From an optimization exercise on the open Yosys and OpenROAD flow, aimed at small area and a short achievable clock period; shortcuts taken in it are not production practice. In this exercise RTL edits were held to simulation tests only and were not proved equivalent to the original. Power figures rest on the tool's default switching activity, not on a simulated workload.

==> flow/design.v, too long to show whole: its modules and the start of the top module <==
// module MAC_R0_0_16: 212 lines
// module MAC_R0_16_17: 301 lines
// module MAC_R0_17_18: 313 lines
// module MAC_R0_18_18: 313 lines
// module MAC_RN_0_16: 310 lines
// module MAC_RN_16_17: 389 lines
// module MAC_RN_17_18: 401 lines
// module MAC_RN_18_18: 401 lines
// module MMU: 53 lines
module MMU #(parameter depth=4, bit_width=8, acc_width=32, size=4)
(
   input          clk,
   input          control,
   input  [31:0]  data_arr,
   input  [31:0]  wt_arr,
   output [127:0] acc_out
);
  // ...
==> flow/flow/run.sh <==
#!/bin/bash
# Layout flow: the standard flow (standard.sh), with one change to
# synthesis: Yosys's synth runs without the quick ABC pass of its fine stage
# (synth -noabc), so that extract_fa meets the full and half adders as the
# RTL writes them and maps them without inverters around them. Registers
# and everything after synthesis are as in the standard flow.
set -euo pipefail
work=$(pwd)
sed 's/yosys synth -nofsm -noshare {\*}\$args/yosys synth -nofsm -noshare -noabc {*}$args/' \
  synth_recipe.tcl > own_synth.tcl
grep -q -- '-noabc' own_synth.tcl
bash standard.sh SYNTH_SCRIPT="$work/own_synth.tcl" finish > standard.log 2>&1
==> flow/standard.sh <==
#!/bin/bash
# synth_recipe.tcl (not shown) runs the flow's synth.tcl, then flattens the netlist and writes it again
# the make line also repeats each setting of config.mk as NAME=value (left out here)
make -C /OpenROAD-flow-scripts/flow DESIGN_CONFIG=/design/flow/config.mk WORK_HOME=/design/flow/orfs CLKGATE_MAP_FILE= SYNTH_SCRIPT=/design/flow/synth_recipe.tcl "${@:-finish}"
==> flow/config.mk <==
export PLATFORM = sky130hd
export DESIGN_NAME = MMU
export DESIGN_NICKNAME = MMU
export VERILOG_FILES = /design/flow/design.v
export SDC_FILE = /design/flow/constraint.sdc
export NUM_CORES = 4
export LEC_CHECK = 0
export CAP_MARGIN = 20
export CORE_MARGIN = 2
export CORE_UTILIZATION = 55
export CTS_CLUSTER_DIAMETER = 70
export CTS_CLUSTER_SIZE = 25
export SETUP_SLACK_MARGIN = 4.2
export SLEW_MARGIN = 20
==> flow/constraint.sdc <==
create_clock -name core_clock -period 7.0 [get_ports {clk}]
set_input_delay 1.4000 -clock core_clock [delete_from_list [all_inputs] [get_ports {clk}]]
set_output_delay 1.4000 -clock core_clock [all_outputs]
set_load 0.01 [all_outputs]
==> flow_metrics.env, run 1 <==
export IMPL_hold_path_class="register to register"
export IMPL_pg_clk_mw=4.83
export IMPL_met1_usage=0.352
export IMPL_synthesis_area_sq_um=57100
export IMPL_yosysSeqAreaShare=0.380
export IMPL_clockBufferDepth=3
export IMPL_placed_area_sq_um=59700
export IMPL_drt_total_wl_mm=119
export IMPL_cp_endpoint="row[0].g0.u_c3.acc_out[17]"
export IMPL_crit_path_start_kind="register"
export IMPL_finalMaxSlewViolations=0
export IMPL_nNonClkInverters=56
export IMPL_status="complete, no violations"
export IMPL_synth_top_family_by_area="adder cells"
export IMPL_die_area_sq_um=106000
export IMPL_cts_setup_buffers=57
export IMPL_finalCriticalPeriod_ns=2.86
export IMPL_synth_seq_cells=1001
export IMPL_buf_share=0.0316
export IMPL_nWellTaps=1380
export IMPL_r2r_end="row[0].g0.u_c3.acc_out[17]"
export IMPL_seq_share=0.340
export IMPL_mostFrequentLayoutCells="dfxtp_1 (807), and2_1 (767), fa_1 (604), ha_1 (353), nor2_1 (277)"
export IMPL_synth_area_leader_cell="dfxtp_1"
export IMPL_synth_compound_area_frac=0.0875
export IMPL_synth_mux_area_frac=0.0291
export IMPL_regArea_sq_um=21700
export IMPL_die_h_um=326
export IMPL_synth_flop_cell="dfxtp_1"
export IMPL_multi_input_area_share=0.554
export IMPL_io_pins=194
export IMPL_numCtsBuffers=75
export IMPL_internal_power_mw=11.8
export IMPL_first_iter_violations=1619
export IMPL_post_drt_wl_per_cell_um=18.4
export IMPL_grt_ovfl_total=0
export IMPL_cpMostUsedCell="o31ai_4"
export IMPL_dominant_cell_class="multi-input gates"
export IMPL_vias=34300
export IMPL_buffers=236
export IMPL_seq_cells=1001
==> run 2, diff against run 1 <==
--- a/flow/config.mk
+++ b/flow/config.mk
@@ -9,3 +9,3 @@
 export CORE_MARGIN = 2
-export CORE_UTILIZATION = 55
+export CORE_UTILIZATION = 40
 export CTS_CLUSTER_DIAMETER = 70
==> run 2 against run 1 <==
Effect of this change: global-route usage decreased by 6.3 points; design area is 1.2% higher; sequential power is essentially flat; maximum frequency increased by 0.42%; clock power down 2%; power down 0.14%; critical endpoint is now row[0].g0.u_c3.acc_out[15]; largest power group unchanged; highest routed layer unchanged.
==> flow_metrics.env, run 2 <==
export IMPL_drc_errors=0
export IMPL_synthDistinctLibCells=78
export IMPL_fmax_mhz=352
export IMPL_worstPathArrival_ns=3.39
export IMPL_status="complete, no violations"
export IMPL_min_from="row[1].gn.u_c0.m[0]"
export IMPL_met2_usage=0.261
export IMPL_tns_ns=0
export IMPL_start_util=0.403
export IMPL_internal_power_mw=11.7
export IMPL_reg2reg_from="row[0].g0.u_c3.m[7]"
export IMPL_ant_nets=0
export IMPL_fin_skew_ns=0.0377
export IMPL_fin_nets=6108
export IMPL_synth_compound_area_frac=0.0875
export IMPL_tightest_slew_ns=0.961
export IMPL_worstPathMaxFanout=3
export IMPL_syn2layout_area_growth_pct=13.3
export IMPL_hpwl_mm=90.8
export IMPL_whs_path_depth=1
export IMPL_period_share=0.406
export IMPL_mostFrequentLayoutCells="dfxtp_1 (809), and2_1 (756), fa_1 (605), ha_1 (347), nor2_1 (274)"
export IMPL_synthAdderAreaFrac=0.305
export IMPL_finalMaxSlewViolations=0
export IMPL_grt_pass1_vias=36500
export IMPL_synthesis_area_sq_um=57100
export IMPL_grt_ovfl_total=0
export IMPL_synthTopCellsByCount="dfxtp_1 (837), and2_1 (791), fa_1 (634)"
export IMPL_crit_path_start_kind="register"
export IMPL_combPwrFrac=0.330
export IMPL_reg2reg_depth=9
export IMPL_numCtsBuffers=74
export IMPL_via_per_inst=4.90
export IMPL_chipWidth_um=382
export IMPL_htree_levels=3
export IMPL_io_pins=194
export IMPL_clk_pin_slew_ns=0.09
export IMPL_whs_endpoint="row[1].gn.u_c0.acc_out[0]"
export IMPL_die_h_um=382
export IMPL_synth_flop_cell="dfxtp_1"
export IMPL_met1_usage=0.242
export IMPL_p_leak_nw=29.5
export IMPL_critPathCaptureType="register"
export IMPL_final_area_sq_um=64600
export IMPL_drive_above_1_share=0.123
export IMPL_clk_latency_ns=0.69
export IMPL_path_cells="fa_1 -> ha_4 -> a21oi_4 -> o31ai_4 -> o311a_1 -> o31ai_4 -> a31oi_4 -> a31oi_2 -> mux2_2"
export IMPL_p_sw_frac=0.347
export IMPL_ir_drop_mv=0.189
export IMPL_grt_antenna_before_repair=2
export IMPL_vias=34200
export IMPL_die_area_sq_um=146000
export IMPL_clockBufferDepth=3
export IMPL_slowest_stage="fa_1"
export IMPL_max_cap_violations=0
export IMPL_grt_total_usage=0.167
export IMPL_r2r_end="row[0].g0.u_c3.acc_out[15]"
export IMPL_synth_top_family_by_area="adder cells"
export IMPL_cpMostUsedCell="o31ai_4"
export IMPL_yosysSeqAreaShare=0.380
export IMPL_dp_cells=6749
export IMPL_io_buffers=137
export IMPL_ys_warn_count=10
export IMPL_synthArstFlopShare=0
export IMPL_placed_area_sq_um=60400
export IMPL_max_stage_delay_ns=0.59
export IMPL_largest_reg_flops=96
export IMPL_synth_mux_area_frac=0.0291
export IMPL_layout_commonest_cell="dfxtp_1"
export IMPL_synth_seq_cells=1001
export IMPL_hold_path_class="register to register"
export IMPL_hold_viol=0
export IMPL_grt_max_degree=111
export IMPL_gr_usage_met3=0.0233
export IMPL_p_per_area_nw_per_um2=277
export IMPL_rsz0062_at_grt="true"
export IMPL_clock_power_share=0.265
export IMPL_p_seq_frac=0.404
export IMPL_crit_type="register to register"
export IMPL_synth_xor_area_frac=0.0270
export IMPL_synth_edf_count=164
export IMPL_max_slew_margin=0.360
export IMPL_crit_required_ns=7.55
export IMPL_top_register="d"
export IMPL_finalPower_mw=17.9
export IMPL_synth_most_common_cell="dfxtp_1"
export IMPL_ys_top_cells_by_area="dfxtp_1 (29%), fa_1 (22%), and2_1 (8.7%)"
export IMPL_synth_area_leader_cell="dfxtp_1"
export IMPL_drt_total_wl_mm=120
export IMPL_post_drt_wl_per_cell_um=17.2
export IMPL_tritoncts="yes"
export IMPL_finalCriticalPeriod_ns=2.84
export IMPL_p_sw_mw=6.22
export IMPL_core_sq_um=142000
export IMPL_gp_congestion=0.811
export IMPL_synth_simple_area_share=0.154
export IMPL_postSynthAreaPerCell_sq_um=11.8
export IMPL_grt_pass1_wl_mm=198
export IMPL_synth_cells=4818
export IMPL_busiest_layer="met2"
export IMPL_r2r_slack_ns=4.16
export IMPL_clock_sinks=1001
export IMPL_rows=138
export IMPL_first_iter_violations=1701
export IMPL_layout_cells_non_filler=6983
export IMPL_drt_pass1_iterations=5
export IMPL_setup_viol=0
export IMPL_synth_top_area_frac=0.294
export IMPL_root_buffer="clkbuf_16"
run 2: cell counts after synthesis:
Identical to the previous run, type by type.
run 2: cells by family after synthesis:
kind of cell | Yosys count
other | 1
adders and majority gates | 1010
muxes | 150
DFF | 1001
buffers and inverters | 214
xor gates and xnor gates | 176
AOI/OAI and AO/OA | 707
and+or+nand+nor | 1559
run 2: area by class of cell:
class | count | area, sq um
Clock inverter | 55 | 783
Sequential cell | 1001 | 21700
Antenna cell | 1 | 2.50
Inverter | 56 | 210
Fill cell | 13100 | 76900
Timing Repair Buffer | 241 | 2030
Tap cell | 1890 | 2360
Multi-Input combinational cell | 3658 | 35600
Clock buffer | 81 | 1960
run 2: how the worst max path moves through the flow:
stage / start / end / slack, ns / depth (start not counted)
final: row[0].g0.u_c3.m[7] / row[0].g0.u_c3.acc_out[15] / 4.16 / 9
after global routing: row[0].g0.u_c3.m[7] / row[0].g0.u_c3.acc_out[15] / 4.07 / 9
after CTS: row[0].g0.u_c3.m[7] / row[0].g0.u_c3.acc_out[17] / 4.01 / 9
after detailed placement: data_arr[20] / row[0].g0.u_c2.m[15] / 2.96 / 5
after global placement: data_arr[26] / row[0].g0.u_c3.m[13] / 3.01 / 5
after floorplan: data_arr[25] / row[0].g0.u_c3.m[13] / 3.89 / 5
run 2: routing by layer:
layer  wire (um)  up-vias  share of wire
li1            -    16700              -
met1       59900    16900           0.50
met2       53600      472           0.45
met3        4290      125          0.036
met4        1990        0          0.017
met5           0        -              0
run 2: critical path, delay by kind of cell (launching register included):
family	cells	cell delay (ns)
compound gates	6	1.20
flops	1	0.33
fa+ha+maj	2	0.82
mux	1	0.35
run 2: power groups by stage:
stage	Sequential [mW]	Clock [mW]	Combinational (mW)
after floorplan	7.17	0	4.18
after global placement	7.40	0	5.33
after detailed placement	7.40	0	5.41
after CTS	7.25	4.93	5.63
after global routing	7.34	5.14	6.70
final	7.25	4.75	5.92
run 2: per-stage QoR:
step                hold slack [ns]  utilization  setup slack, ns
floorplan                     0.414            -             3.89
global placement              0.428        0.426             3.01
CTS                           0.445        0.450             4.01
finish                        0.444        0.457             4.16
detailed placement            0.426        0.426             2.96
global route                  0.465        0.457             4.07
run 2: timing repair:
action,CTS,global route
hold buffers,0,0
pin swaps,41,87
gates resized for setup,183,192
endpoints found under the hold margin,0,0
buffers inserted,55,42
endpoints found under the setup margin,199,139
==> run 3, diff against run 2 <==
--- a/flow/config.mk
+++ b/flow/config.mk
@@ -10,4 +10,2 @@
 export CORE_UTILIZATION = 40
-export CTS_CLUSTER_DIAMETER = 70
-export CTS_CLUSTER_SIZE = 25
 export SETUP_SLACK_MARGIN = 4.2
==> run 3 against run 2 <==
Effect of this change: still clean; hold slack worse by 0.0044 ns; clock-buffer cell count up 61; critical path depth unchanged; clock skew down 0.0031 ns; largest cell class unchanged; largest power group unchanged.
==> flow_metrics.env, run 3 <==
export IMPL_drive_above_1_share=0.127
export IMPL_post_drt_wl_per_cell_um=17.1
export IMPL_finalCriticalPeriod_ns=2.81
export IMPL_drc_errors=0
export IMPL_drt_met1_wl_mm=59.9
export IMPL_reg2reg_depth=9
export IMPL_gp_congestion=0.811
export IMPL_period_share=0.401
export IMPL_synth_cells=4818
export IMPL_grt_max_degree=111
export IMPL_ys_warn_count=10
export IMPL_drt_total_wl_mm=121
export IMPL_clock_power_share=0.304
export IMPL_ant_nets=0
export IMPL_synthesis_area_sq_um=57100
export IMPL_synth_flop_cell="dfxtp_1"
export IMPL_grt_total_usage=0.168
export IMPL_fmax_mhz=356
export IMPL_internal_power_mw=12.8
export IMPL_p_per_area_nw_per_um2=289
export IMPL_synth_most_common_cell="dfxtp_1"
export IMPL_hold_path_class="register to register"
export IMPL_crit_type="register to register"
export IMPL_fin_nets=6146
export IMPL_rsz0062_at_grt="true"
export IMPL_synth_top_area_frac=0.294
export IMPL_status="complete, no violations"
export IMPL_p_seq_frac=0.384
export IMPL_crit_required_ns=7.56
export IMPL_hpwl_mm=90.8
export IMPL_max_slew_margin=0.357
export IMPL_via_per_inst=4.88
export IMPL_synth_edf_count=164
export IMPL_whs_path_depth=1
export IMPL_die_area_sq_um=146000
export IMPL_mostFrequentLayoutCells="dfxtp_1 (816), and2_1 (764), fa_1 (608), ha_1 (347), nor2_1 (275)"
export IMPL_wl_met3_mm=4.47
export IMPL_clock_sinks=1001
export IMPL_htree_levels=3
export IMPL_synth_area_leader_cell="dfxtp_1"
export IMPL_min_from="row[1].gn.u_c0.m[0]"
export IMPL_hold_viol=0
export IMPL_combPwrFrac=0.313
export IMPL_root_buffer="clkbuf_16"
export IMPL_io_pins=194
export IMPL_clk_pin_slew_ns=0.06
export IMPL_chipWidth_um=382
export IMPL_rows=138
export IMPL_dr_wl_met2_mm=54.1
export IMPL_fillerInstances=13000
export IMPL_r2r_slack_ns=4.19
export IMPL_r2r_end="row[0].g0.u_c3.acc_out[17]"
export IMPL_clockBufferDepth=3
export IMPL_tightest_slew_ns=0.964
export IMPL_fin_skew_ns=0.0346
export IMPL_startpoint="row[0].g0.u_c3.m[6]"
export IMPL_first_iter_violations=1582
export IMPL_start_util=0.403
export IMPL_largest_reg_flops=96
export IMPL_worstPathMaxFanout=3
export IMPL_tns_ns=0
export IMPL_max_cap_violations=0
export IMPL_crit_path_start_kind="register"
export IMPL_yosysSeqAreaShare=0.380
export IMPL_drt_pass1_iterations=5
export IMPL_grt_ovfl_total=0
export IMPL_worstPathArrival_ns=3.37
export IMPL_critPathCaptureType="register"
export IMPL_grt_antenna_before_repair=2
export IMPL_grt_pass1_wl_mm=199
export IMPL_synth_seq_cells=1001
export IMPL_numCtsBuffers=107
export IMPL_synthDistinctLibCells=78
export IMPL_reg2reg_from="row[0].g0.u_c3.m[6]"
export IMPL_vias=34400
export IMPL_p_leak_nw=30.0
export IMPL_grt_pass1_vias=36900
export IMPL_die_h_um=382
export IMPL_p_sw_frac=0.324
export IMPL_whs_endpoint="row[1].gn.u_c0.acc_out[0]"
export IMPL_clk_latency_ns=0.71
export IMPL_synthArstFlopShare=0
export IMPL_ir_drop_mv=0.185
export IMPL_tritoncts="yes"
export IMPL_layout_commonest_cell="dfxtp_1"
export IMPL_top_register="d"
export IMPL_syn2layout_area_growth_pct=14.8
export IMPL_postSynthAreaPerCell_sq_um=11.8
export IMPL_setup_viol=0
export IMPL_io_buffers=137
export IMPL_fin_util=0.463
export IMPL_p_sw_mw=6.14
export IMPL_core_sq_um=142000
export IMPL_synthTopCellsByCount="dfxtp_1 (837), and2_1 (791), fa_1 (634)"
export IMPL_ys_top_cells_by_area="dfxtp_1 (29%), fa_1 (22%), and2_1 (8.7%)"
export IMPL_finalMaxSlewViolations=0
export IMPL_routed_top_layer="met4"
[run 3: cell types whose count changed in the layout (fill, tap and decap cells not counted), sizes merged]
cell           previous run  this run
buf                     106       111
bufinv                    2         8
clkbuf                   88       151
clkdlybuf4s15             5         6
clkinv                   22        34
clkinvlp                  1         7
dlygate4sd2              83        80
inv                      86        64
[run 3: cell type report]
class / instances / area (sq um) / area share
Antenna cell: 1 / 2.50 / 0.0000382
Clock buffer: 142 / 3060 / 0.0468
Clock inverter: 57 / 557 / 0.00850
Inverter: 56 / 210 / 0.00321
Multi-Input combinational cell: 3658 / 35500 / 0.542
Sequential cell: 1001 / 21700 / 0.331
Tap cell: 1890 / 2360 / 0.0361
Timing Repair Buffer: 246 / 2060 / 0.0315
[run 3: per-stage QoR]
| stage | instance area (sq um) | power [mW] | cells | setup WS, ns | hold slack (ns) |
|---|---|---|---|---|---|
| floorplan | 57600 | 11.4 | 4873 | 3.89 | 0.414 |
| global placement | 60400 | 12.7 | 6749 | 3.01 | 0.428 |
| detailed placement | 60400 | 12.8 | 6749 | 2.96 | 0.426 |
| CTS | 64600 | 18.8 | 7009 | 4.02 | 0.440 |
| global route | 65500 | 20.2 | 7050 | 4.11 | 0.462 |
| finish | 65500 | 18.9 | 7051 | 4.19 | 0.439 |
[run 3: logic make-up after synthesis]
| logic type | after synthesis | share of synthesized area |
|---|---|---|
| simple gates | 1559 | 0.154 |
| fa+ha+maj | 1010 | 0.305 |
| flops | 1001 | 0.380 |
| compound gates | 707 | 0.0875 |
| buf+inv | 214 | 0.0178 |
| xor+xnor | 176 | 0.0270 |
| mux | 150 | 0.0291 |
| other cells | 1 | 0.0000657 |
[run 3: timing repair]
action,CTS,global route
resized for setup,178,171
hold endpoints to repair,0,0
pin swaps,36,86
hold buffers,0,0
setup buffers,61,41
endpoints found under the setup margin,199,140
[run 3: how the worst max path moves through the flow]
stage,to
2_1_floorplan,row[0].g0.u_c3.m[13]
3_3_place_gp,row[0].g0.u_c3.m[13]
3_5_place_dp,row[0].g0.u_c2.m[15]
4_1_cts,row[0].g0.u_c3.acc_out[17]
5_1_grt,row[0].g0.u_c3.acc_out[17]
6_report,row[0].g0.u_c3.acc_out[17]
[run 3: routing by layer]
| layer | track usage | up-vias |
|---|---|---|
| met1 | 0.242 | 17000 |
| met4 | 0.0438 | 0 |
| met3 | 0.0234 | 134 |
| met2 | 0.265 | 501 |
| met5 | 0 | - |
| li1 | - | 16800 |
[run 3: power groups by stage]
stage / clock, mW / sequential (mW) / combinational, mW
final: 5.75 / 7.26 / 5.92
after global routing: 6.15 / 7.35 / 6.70
after detailed placement: 0 / 7.40 / 5.41
after floorplan: 0 / 7.17 / 4.18
after global placement: 0 / 7.40 / 5.33
after CTS: 5.93 / 7.26 / 5.63
[run 3: worst max-delay path, stage by stage, from the launching register on]
cell,delay [ns]
dfxtp_1,0.31
fa_1,0.59
ha_4,0.23
a21oi_4,0.16
o31ai_4,0.09
o311a_1,0.35
o31ai_4,0.25
a31oi_4,0.16
a21oi_4,0.20
mux2_4,0.34
==> run 4, diff against run 3 <==
--- a/flow/config.mk
+++ b/flow/config.mk
@@ -9,3 +9,3 @@
 export CORE_MARGIN = 2
-export CORE_UTILIZATION = 40
+export CORE_UTILIZATION = 65
 export SETUP_SLACK_MARGIN = 4.2
==> run 4 against run 3 <==
Effect of this change: routed wire length is 4.1% lower; first-iteration DRC count grew 32%; synthesized cell count stayed put; clock power hardly changed; non-clock buffer count shrank 5; sequential power barely moved; final cell count down 10%; global-route usage rose by 9.6 points; worst setup slack worse by 0.0090 ns; clock-buffer cell count is 5 higher; highest routed layer unchanged.
==> flow_metrics.env, run 4 <==
export IMPL_max_cap_violations=0
export IMPL_ir_drop_mv=0.295
export IMPL_synthDistinctLibCells=78
export IMPL_crit_required_ns=7.56
export IMPL_grt_total_usage=0.263
export IMPL_drc_errors=0
export IMPL_via_per_inst=5.57
export IMPL_hold_path_class="register to register"
export IMPL_crit_path_start_kind="register"
export IMPL_grt_ovfl_total=0
export IMPL_grt_pass1_vias=36900
export IMPL_root_buffer="clkbuf_16"
export IMPL_syn2layout_area_growth_pct=13.0
export IMPL_layout_commonest_cell="dfxtp_1"
export IMPL_path_cells="fa_1 -> ha_4 -> a21oi_4 -> o31ai_4 -> o311a_1 -> o31ai_4 -> a31oi_4 -> a31oi_1 -> mux2_2"
export IMPL_synth_area_leader_cell="dfxtp_1"
export IMPL_holdWs_ns=0.449
export IMPL_first_iter_violations=2095
export IMPL_ys_top_cells_by_area="dfxtp_1 (29%), fa_1 (22%), and2_1 (8.7%)"
export IMPL_r2r_end="row[0].g0.u_c3.acc_out[15]"
export IMPL_whs_endpoint="row[2].gn.u_c0.acc_out[0]"
export IMPL_cts_hold_buf=0
export IMPL_max_stage_delay_ns=0.59
export IMPL_synth_most_common_cell="dfxtp_1"
export IMPL_hold_viol=0
export IMPL_start_util=0.657
export IMPL_drt_total_wl_mm=116
export IMPL_path_depth=9
export IMPL_r2r_slack_ns=4.18
export IMPL_post_drt_wl_per_cell_um=18.3
export IMPL_clk_pin_slew_ns=0.06
export IMPL_tritoncts="yes"
export IMPL_synthesis_area_sq_um=57100
export IMPL_core_sq_um=86900
export IMPL_clockBufferDepth=3
export IMPL_cpMostUsedCell="o31ai_4"
export IMPL_rows=108
export IMPL_status="complete, no violations"
export IMPL_synth_flop_cell="dfxtp_1"
export IMPL_postSynthAreaPerCell_sq_um=11.8
export IMPL_setup_viol=0
export IMPL_path_delay_family="compound AO/OA/AOI/OAI gates"
export IMPL_drt_pass1_iterations=5
export IMPL_io_pins=194
export IMPL_largest_reg_flops=96
export IMPL_critPathCaptureType="register"
export IMPL_fin_skew_ns=0.0220
export IMPL_yosysSeqAreaShare=0.380
export IMPL_reg2reg_depth=9
export IMPL_diodes=0
export IMPL_min_from="row[2].gn.u_c0.m[0]"
export IMPL_synth_cells=4818
export IMPL_period_share=0.403
export IMPL_drive_above_1_share=0.122
export IMPL_rsz0062_at_grt="true"
export IMPL_grt_pass1_wl_mm=192
export IMPL_synth_top_area_frac=0.294
export IMPL_synth_edf_count=164
export IMPL_worstPathArrival_ns=3.38
export IMPL_fmax_mhz=355
export IMPL_chipWidth_um=300
export IMPL_p_per_area_nw_per_um2=293
export IMPL_io_buffers=137
export IMPL_reg2reg_from="row[0].g0.u_c2.acc_out[4]"
export IMPL_worstPathMaxFanout=3
export IMPL_gp_congestion=0.872
export IMPL_crit_buf_inv=0
export IMPL_max_slew_margin=0.419
export IMPL_ys_warn_count=10
export IMPL_final_area_sq_um=64500
export IMPL_ant_nets=0
export IMPL_synthArstFlopShare=0
export IMPL_clk_latency_ns=0.69
export IMPL_hpwl_mm=84.7
export IMPL_top_register="d"
export IMPL_finalMaxSlewViolations=0
export IMPL_tightest_slew_ns=0.871
export IMPL_grt_max_degree=170
export IMPL_slowest_stage="fa_1"
export IMPL_finalPower_mw=18.9
export IMPL_die_h_um=300
export IMPL_vias=35200
export IMPL_placed_area_sq_um=59400
export IMPL_grt_antenna_before_repair=1
export IMPL_htree_levels=3
export IMPL_finalCriticalPeriod_ns=2.82
export IMPL_synthTopCellsByCount="dfxtp_1 (837), and2_1 (791), fa_1 (634)"
export IMPL_tns_ns=0
export IMPL_p_leak_nw=29.9
export IMPL_clock_sinks=1001
export IMPL_layout_cells_non_filler=6313
export IMPL_crit_type="register to register"
export IMPL_synth_seq_cells=1001
export IMPL_dp_cells=6012
export IMPL_die_area_sq_um=90200
export IMPL_numCtsBuffers=106
export IMPL_fin_nets=6140
export IMPL_mostFrequentLayoutCells="dfxtp_1 (815), and2_1 (770), fa_1 (608), ha_1 (354), nor2_1 (276)"
export IMPL_whs_path_depth=1
-- run 4: report_power, final --
group,switching (mW),internal (mW)
Clock,2.34,3.40
Sequential,0.613,6.66
Combinational,3.15,2.74
-- run 4: stage by stage --
step / util / setup slack (ns)
after global placement: 0.684 / 2.98
after detailed placement: 0.684 / 2.93
after CTS: 0.732 / 4.16
after floorplan: - / 3.89
after global routing: 0.742 / 4.08
final: 0.742 / 4.18
-- run 4: cell type report --
cell class | instances | area, sq um
inverters | 56 | 210
fillers | 6043 | 22400
well taps | 1155 | 1450
repair buffers | 241 | 2060
flip-flops and latches | 1001 | 21700
clock buffers | 147 | 3060
clock inverters | 55 | 579
multi-input cells | 3658 | 35400
-- run 4: kinds of logic (layout without fill, tap and decap cells) --
| kind of cell | Yosys count | after routing | synth area share |
|---|---|---|---|
| simple gates | 1559 | 1559 | 0.154 |
| fa+ha+maj | 1010 | 1010 | 0.305 |
| flops | 1001 | 1001 | 0.380 |
| compound gates | 707 | 707 | 0.0875 |
| buf+inv | 214 | 499 | 0.0178 |
| xor+xnor | 176 | 176 | 0.0270 |
| mux | 150 | 150 | 0.0291 |
| other cells | 1 | 56 | 0.0000657 |
-- run 4: metal layers --
| metal | track usage | vias to the layer above | part of all wire |
|---|---|---|---|
| met5 | 0 | - | 0 |
| met4 | 0.0602 | 0 | 0.019 |
| met3 | 0.0379 | 172 | 0.044 |
| met2 | 0.408 | 772 | 0.45 |
| met1 | 0.396 | 17400 | 0.49 |
| li1 | - | 16800 | - |
-- run 4: how the worst max path moves through the flow --
stage	slack, ns	end	startpoint
global placement	2.98	row[0].g0.u_c0.m[17]	data_arr[4]
finish	4.18	row[0].g0.u_c3.acc_out[15]	row[0].g0.u_c2.acc_out[4]
CTS	4.16	row[0].g0.u_c2.acc_out[16]	row[0].g0.u_c2.m[9]
global route	4.08	row[3].gn.u_c3.acc_out[11]	row[3].gn.u_c3.m[4]
detailed placement	2.93	row[0].g0.u_c0.m[17]	data_arr[4]
floorplan	3.89	row[0].g0.u_c3.m[13]	data_arr[25]
-- run 4: timing repair --
item                                    4_1_cts  5_1_grt
resized for setup                           164      157
pin swaps                                    28       74
endpoints found under the setup margin      191      132
buffers inserted                             58       41
-- run 4: worst register-to-register path: stages, from the launching register on --
cell and delay (ns):
dfxtp_2 0.32, fa_1 0.59, ha_4 0.24, a21oi_4 0.15, o31ai_4 0.10, o311a_1 0.34, o31ai_4 0.26, a31oi_4 0.16
a31oi_1 0.19, mux2_2 0.36

==> static timing again, ports no longer ideal <==
The results above use ideal ports. As a check the final layouts listed here were re-extracted and re-timed, cells and wires unchanged.
Step 1 sets driving cells, clkbuf_16 on the clock port and buf_2 on the other inputs (assumed; they add their load-dependent delay and slew).
Step 2 adds t to the input delays and takes it off the output delays; t is the mean of the earliest and latest rising clock arrival at the registers after step 1. Input paths then give back, and output paths get back, about the clock's delay inside the block.
Slacks: no drivers / after step 1 / after step 2; pairs: no drivers / after step 1.
run	shift t [ns]	setup WS [ns]	hold WS [ns]	slew at the worst register clock pin (ns)	cell pins on the clock port's net
run 1	0.712	4.145 / 4.145 / 3.538	0.431 / 0.431 / 0.431	0.09 / 0.09	1
run 2	0.744	4.157 / 4.157 / 3.512	0.444 / 0.444 / 0.444	0.09 / 0.09	1
run 3	0.770	4.190 / 4.190 / 3.532	0.439 / 0.439 / 0.439	0.07 / 0.07	1
run 4	0.740	4.181 / 4.181 / 3.554	0.449 / 0.449 / 0.449	0.06 / 0.06	1
After both steps setup and hold are still met in every run listed. The setup slack of run 3, which loses most, moves by 0.000 ns with the drivers and by -0.658 ns with both steps.
